This design comes from an exercise in tuning for small area on the open sky130 flow, not from production work. Only simulation tests tie the RTL to the original design; equivalence was not proved. Power is estimated from default activity; no workload was simulated.

[flow/design.v]
`timescale 1ns / 1ps
module fsm_watch(
    input clk,
    input reset,
    input [1:0] sw,
    output reg o_run_on,
    output reg o_clr_on
    );
    reg [1:0] state;
    reg [1:0] next_state;  
    parameter STP_MD = 2'b00;
    parameter RUN_MD = 2'b01; 
    parameter CLR_MD = 2'b10;
    always @(posedge clk or posedge reset) begin
        if(reset) begin
            state <= STP_MD;
        end else begin
            state <= next_state;
        end
    end
    always @(*) begin
        case(state)
        STP_MD: begin
            if(sw[0] == 1'b1) 
                next_state = RUN_MD;
            else if(sw[1]==1)
                next_state = CLR_MD;
            else
                next_state = STP_MD;
        end
        RUN_MD: begin
            if(sw[0] == 1'b0) 
                next_state = STP_MD;
            else
                next_state = RUN_MD;
        end
        CLR_MD: begin
            if(sw[1] == 1'b0)
                next_state = STP_MD;
            else 
                next_state = CLR_MD;
        end
        default: begin
            next_state = state;  
        end
        endcase
    end
    always @(*) begin
        case(state)
        STP_MD: begin
            o_run_on = 1'b0;
            o_clr_on = 1'b0;
        end
        RUN_MD: begin
            o_run_on = 1'b1;
            o_clr_on = 1'b0;
        end
        CLR_MD: begin
            o_clr_on = 1'b1;
            o_run_on = 1'b0;
        end
        default: begin
            o_run_on = 1'b0;
            o_clr_on = 1'b0;
        end
        endcase
    end
endmodule
`timescale 1ns / 1ps
module upcounter(
    input clk,
    input reset,
    input i_run_on,
    input i_clr_on,
    output [13:0] qout
    );
    wire w_clk_10hz;
   clockDivider U_ClkDiv10Hz(
    .clk(clk)      ,
    .reset(reset)    ,
    .o_clk(w_clk_10hz)
    );
    counter_for_upcnt U_counter_for_upcnt(
        .clk(clk),
        .reset(reset),
        .tick  (w_clk_10hz)  ,
        .i_run_on(i_run_on),
        .i_clr_on(i_clr_on),
        .count(qout)
    );
endmodule
module clockDivider (
    input clk,
    input reset,
    output o_clk
);
    reg [$clog2(100)-1:0] r_counter;
    reg r_clk;
    assign o_clk = r_clk;
    always @(posedge clk,posedge reset) begin
        if(reset) begin
            r_counter <= 0;
            r_clk <= 1'b0;
        end else begin
            if(r_counter == 100 -1) begin
                r_counter <= 0;
                r_clk <= 1'b1;
            end else begin
                r_counter <= r_counter + 1;
                r_clk <= 1'b0;
            end
        end
    end
endmodule
module counter_for_upcnt (
    input clk,
    input reset,
    input tick,
    input i_run_on,
    input i_clr_on,
    output [13:0] count
);
    reg [13:0] r_counter;
    assign count = r_counter;
    always @(posedge clk or posedge reset) begin
        if(reset) begin
            r_counter <= 0;
        end else begin
            if (i_run_on) begin
                if(tick) begin 
                    if(r_counter == 10_000-1) begin
                        r_counter <= 0;
                    end else begin
                        r_counter <= r_counter + 1;
                    end
                end 
            end  
            else begin
                if(i_clr_on) begin
                    r_counter <= 0;
                end
                else begin
                    r_counter <= r_counter;  
                end
            end
        end
    end
endmodule
`timescale 1ns / 1ps
module FndController(
    input clk,
    input reset,
    input [13:0] digit,
    output [3:0] fndCom,
    output [7:0] fndFont
    );
wire w_clk_1khz;
wire [1:0] w_select;
wire [3:0] w_digit,w_dig_1,w_dig_10,w_dig_100,w_dig_1000;
clkDiv U_ClkDiv(
    .clk(clk),
    .reset(reset),
    .o_clk(w_clk_1khz)
);
decoder_2x4 U_Decoder_2x4(
    .x(w_select),
    .y(fndCom)
);
counter U_Counter(
    .clk(clk),
    .reset(reset),
    .tick(w_clk_1khz),
    .count(w_select)
);
mux_4x1 U_Mux_4x1(
    .sel(w_select),
    .x0(w_dig_1),
    .x1(w_dig_10),
    .x2(w_dig_100),
    .x3(w_dig_1000),
    .y(w_digit)
);
BCD2SEG U_Bcd2Seg(
    .bcd(w_digit),
    .seg(fndFont)
);
digitSplitter U_dig(
.i_digit     (digit),
.o_digit_1   (w_dig_1),
.o_digit_10  (w_dig_10),
.o_digit_100 (w_dig_100),
.o_digit_1000(w_dig_1000)
);
endmodule  
module counter(
    input           clk,
    input           reset,
    input           tick,
    output [1:0]    count
);
    reg [1:0] r_counter;
    assign count = r_counter;
    always @(posedge clk or posedge reset) begin
        if(reset) begin
            r_counter <= 0;
        end else if(tick) begin
            if(r_counter == 3) begin
                r_counter <= 0;
            end else begin
                r_counter <= r_counter + 1;
            end
        end
    end
endmodule
module BCD2SEG(
    input [3:0] bcd,
    output reg [7:0] seg
);
always @(bcd) begin
    case (bcd)
    4'h0: seg = 8'hc0;
    4'h1: seg = 8'hf9;
    4'h2: seg = 8'ha4;
    4'h3: seg = 8'hb0;
    4'h4: seg = 8'h99;
    4'h5: seg = 8'h92;
    4'h6: seg = 8'h82;
    4'h7: seg = 8'hf8;
    4'h8: seg = 8'h80;
    4'h9: seg = 8'h90;
    4'ha: seg = 8'h88;
    4'hb: seg = 8'h83;
    4'hc: seg = 8'hc6;
    4'hd: seg = 8'ha1;
    4'he: seg = 8'h86;
    4'hf: seg = 8'h8e;
    endcase
end
endmodule
module decoder_2x4(
    input [1:0] x,
    output reg [3:0] y
);
    always @(x) begin
        case(x)
            2'b00: y = 4'b1110;
            2'b01: y = 4'b1101;
            2'b10: y = 4'b1011;
            2'b11: y = 4'b0111;
        endcase
    end
endmodule
module digitSplitter(
    input [13:0] i_digit,
    output [3:0] o_digit_1,
    output [3:0] o_digit_10,
    output [3:0] o_digit_100,
    output [3:0] o_digit_1000
    );
    assign o_digit_1 = i_digit % 10;  
    assign o_digit_10 = i_digit /10 % 10;  
    assign o_digit_100 = i_digit / 100 % 10;  
    assign o_digit_1000 = i_digit / 1000 % 10;  
endmodule
module mux_4x1(
    input [1:0] sel,
    input [3:0] x0,
    input [3:0] x1,
    input [3:0] x2,
    input [3:0] x3,
    output reg [3:0] y
);
    always @(*) begin
        case(sel)
            2'b00: y=x0;
            2'b01: y=x1;
            2'b10: y=x2;
            2'b11: y=x3;
        endcase
    end
endmodule
module clkDiv(
    input clk,
    input reset,
    output o_clk
);
reg [1:0] r_counter;
reg r_clk;
assign o_clk = r_clk;
always @(posedge clk,posedge reset) begin
    if(reset) begin
        r_counter <= 0;
        r_clk <= 1'b0;
    end else begin
        if(r_counter == 4 -1) begin
            r_counter <= 0;
            r_clk <= 1'b1;
        end else begin
            r_counter <= r_counter + 1;
            r_clk <= 1'b0;
        end
    end
end
endmodule
`timescale 1ns / 1ps
module fsm_upcounter_top(
    input clk,
    input reset,
    input [1:0] sw,
    output [3:0] fndCom,
    output [7:0] fndFont,
    output [1:0] led
    );
    wire [13:0] w_i_digit;
    wire w_run_on;
    wire w_clr_on;
    fsm_watch U_fsm_wawtch(
        .clk(clk),
        .reset(reset),
        .sw(sw),
        .o_run_on(w_run_on),
        .o_clr_on(w_clr_on)
    );
    upcounter U_upcounter(
        .clk(clk),
        .reset(reset),
        .i_run_on(w_run_on),
        .i_clr_on(w_clr_on),
        .qout(w_i_digit)
    );
    FndController U_fndController(
        .clk(clk),
        .reset(reset),
        .digit(w_i_digit),
        .fndCom(fndCom),
        .fndFont(fndFont)
    );
    assign led[0] = w_run_on;
    assign led[1] = w_clr_on;
endmodule
[flow/run.sh]
#!/bin/bash
# synth_recipe.tcl (not shown) runs the flow's synth.tcl, then flattens the netlist and writes it again
# the make line also repeats each setting of config.mk as NAME=value (left out here)
make -C /OpenROAD-flow-scripts/flow DESIGN_CONFIG=/design/flow/config.mk WORK_HOME=/design/flow/orfs CLKGATE_MAP_FILE= SYNTH_SCRIPT=/design/flow/synth_recipe.tcl finish
[flow/config.mk]
export PLATFORM = sky130hd
export DESIGN_NAME = fsm_upcounter_top
export DESIGN_NICKNAME = fsm_upcounter_top
export VERILOG_FILES = /design/flow/design.v
export SDC_FILE = /design/flow/constraint.sdc
export NUM_CORES = 4
export LEC_CHECK = 0
export CAP_MARGIN = 20
export CORE_MARGIN = 2
export CORE_UTILIZATION = 40
export SLEW_MARGIN = 20
[flow/constraint.sdc]
create_clock -name core_clock -period 120.0 [get_ports {clk}]
set_input_delay 24.0000 -clock core_clock [delete_from_list [all_inputs] [get_ports {clk}]]
set_output_delay 24.0000 -clock core_clock [all_outputs]
set_load 0.01 [all_outputs]
==> results.txt <==
largest net degree at the start of global routing = 60
Seq. cell area = 726 um^2
routed via count = 30400
Layout area overhead = 2.60%
IO Port Bufs = 16
Warnings, synthesis = 8
initial antenna violation count = 0
slew margin rel. = 21.0%
GP Congestion = 0.945
Iter 0 DRT Violations = 2781
width of the die = 267 um
count of pins over their slew limit = 0
Worst setup endpoint = fndFont[4]
GRT Util Overall = 24.0%
Core ar. = 0.0685 mm^2
Min Clock Period, post-route = 111940 ps
DRT Pass-1 Iters = 8
commonest non-fill, non-tap cell in the layout = nor2_1
final core utilization = 41.3%
final setup violation count = 0
CTS tree = done
RSZ-0062 raised after global routing = false
post-synthesis sequential area ratio = 2.63%
Synth cell types = 170
Power Dens Cells = 0.934 mW/mm^2
clock buffer count from CTS = 5
nets@finish = 4104
DRC = 0
CP Capture Type = output pin
routed wire length = 89300 um
vias in the first global route = 27700
clk latency of the worst-skew pair = 290 ps
Final Power = 0.0000264 W
wire per inst = 18.8 um
pre-CTS setup slack = 8050 ps
clock skew = 6.56 ps
Detail Route Antenna Nets = 0
Hold Buf Count CTS = 0
filler instances = 7164
detailed placer's ending HPWL = 71100 um
H-tree Lvls = 2
global-route wire length before repair = 145000 um
Main synth FF type = dfrtp_1
die height = 267 um
Crit-path slowest cell = or4_1
CP Launch Type = flop
Clock Path Buffers = 2
Antenna diodes = 0
crit path kind = flop to output pin
outcome = finished clean
CP startpoint = U_fndController.U_Counter.r_counter[1]
r2r setup slk = 117630 ps
post-cts resize count = 0
post-layout instance area = 0.0283 mm^2
Post-CTS Setup Repair Bufs = 0
area taken by multi-input logic gates = 0.0254 mm^2
peak supply drop = 0.00489 mV
Most common cell on crit path = ha_1
crit-path max FO = 38
FMAX = 8.93 MHz
I/O pin count = 18
Critical R2R Capture = U_upcounter.U_counter_for_upcnt.r_counter[13]
max-capacitance violation count = 0
Post-synth EDFFs = 0
layout cells sized above 1 = 9.27%
Worst Hold Class = flop to flop
number of clock sinks = 29
synthesized instance count = 3937
number of hold violations in the final report = 0
post-synthesis register bit count = 29
most frequent cells in the layout = 419 x nor2_1, 354 x nand2_1, 268 x a21oi_1
worst setup margin = 8060 ps
register clock-pin slew on the reported worst setup and hold paths = 60 ps
Clock Tree Root = clkbuf_16
slowest stage delay, CP = 860 ps
Congestion Overflow GR = 0
Vias/cell = 6.41
total die area = 0.0711 mm^2
initial core utilization = 40.3%
Post-Syn Area = 0.0276 mm^2
Worst Tran Pin Value = 1170 ps
Data required, critical path = 96000 ps
Area after DPL = 0.0281 mm^2
Synth async-reset ratio = 100%
setup TNS = 0 ps
fin crit share = 93.3%
reg2reg path depth = 8
Pleak = 12.6 nW
syn_area_per_cell = 7.01 um^2
standard-cell rows = 96
Worst EP arrival = 87940 ps
reg-to-reg startpoint = U_upcounter.U_counter_for_upcnt.r_counter[2]
layer usage:
metal	wire length [um]	global-route usage (%)	up-vias	part of all wire, %
met1	43600	35.3	14300	49
met3	5180	1.97	119	5.8
li1	-	-	15000	-
met2	39000	38.2	981	44
met5	0	0	-	0
met4	1480	4.30	0	1.7
stage by stage:
stage | std cells | hold slack, ps
3_3_place_gp | 4734 | 425
3_5_place_dp | 4734 | 428
5_1_grt | 4744 | 448
6_report | 4744 | 431
4_1_cts | 4742 | 436
2_1_floorplan | 3954 | 403
worst max-delay path, delay by kind of cell (launching register included):
| kind | cells | cell delay [ps] |
|---|---|---|
| buf+inv | 14 | 2450 |
| mux | 12 | 3820 |
| flops | 1 | 430 |
| compound gates | 151 | 40410 |
| xor+xnor | 4 | 730 |
| fa+ha+maj | 34 | 10900 |
| simple gates | 114 | 28700 |
flip-flops by register name, summed over array words and instances, names as in the netlist:
signal,cells
U_fndController.U_ClkDiv.r_clk,1
U_fndController.U_ClkDiv.r_counter,2
U_fndController.U_Counter.r_counter,2
U_fsm_wawtch.state,2
U_upcounter.U_ClkDiv10Hz.r_clk,1
U_upcounter.U_ClkDiv10Hz.r_counter,7
U_upcounter.U_counter_for_upcnt.r_counter,14
power breakdown:
part | total [W] | switching, W | internal [W]
sequential | 0.00000978 | 0 | 0.00000978
clock | 0.0000140 | 0.00000523 | 0.00000879
combinational | 0.00000263 | 0.00000162 | 0.000000995
final cells by class:
cell class / count / share of cell area (%)
clock inverters: 1 / 0.0177
repair buffers: 50 / 1.46
well taps: 882 / 3.90
multi-input cells: 3649 / 89.8
clock buffers: 7 / 0.539
inverters: 126 / 1.68
flip-flops and latches: 29 / 2.56
kinds of logic after synthesis:
group / count (synthesis) / share of synthesized area (%)
xor+xnor: 227 / 7.34
other cells: 2 / 0.0272
flops: 29 / 2.63
compound gates: 1384 / 36.8
simple gates: 1647 / 31.4
mux: 130 / 5.17
fa+ha+maj: 242 / 11.0
buf+inv: 276 / 5.69
Yosys cell counts, drive strengths merged (61+ instances only):
cell type	count	area, um^2
xnor2	144	1280
ha	239	2990
buf	102	840
nand3	150	781
a21oi	281	1460
o211ai	61	478
and3	65	423
mux2i	70	721
o21a	71	533
a21o	87	667
nand2	359	1360
xor2	82	718
nand4	67	444
nor3	150	818
nor2	430	1660
inv	126	475
a211oi	77	608
o21ai	257	1340
worst min path at each step:
stage / startpoint / end / slack (ps) / depth (start not counted)
finish: U_fndController.U_ClkDiv.r_counter[0] / U_fndController.U_ClkDiv.r_counter[0] / 430 / 1
global route: U_fndController.U_ClkDiv.r_counter[0] / U_fndController.U_ClkDiv.r_counter[0] / 450 / 1
detailed placement: U_fndController.U_ClkDiv.r_counter[0] / U_fndController.U_ClkDiv.r_counter[0] / 430 / 1
CTS: U_fndController.U_ClkDiv.r_counter[0] / U_fndController.U_ClkDiv.r_counter[0] / 440 / 1
floorplan: U_fndController.U_ClkDiv.r_counter[0] / U_fndController.U_ClkDiv.r_counter[0] / 400 / 1
global placement: U_fndController.U_ClkDiv.r_counter[0] / U_fndController.U_ClkDiv.r_counter[0] / 420 / 1

-- re-timing with driven ports --
In the flow no input, the clock included, has a driving cell. The finished layout below was timed again as built, in two steps.
Step 1 assumes that a clkbuf_16 drives the clock port and a buf_2 every other input.
Step 2 also shifts input and output timing later by t, the mid clock arrival at the registers, as if the neighbouring blocks saw the same clock.
Three values: ideal, step 1, step 2; two values: the first two.
t, ns: 0.336
slack for setup (ns): 8.065 / 8.019 / 8.355
latest minus earliest clock arrival (ns): 0.007 / 0.006
After both steps setup and hold are still met in this run. For this run, drivers alone change the setup slack by -0.046 ns; drivers and shift together by +0.290 ns.
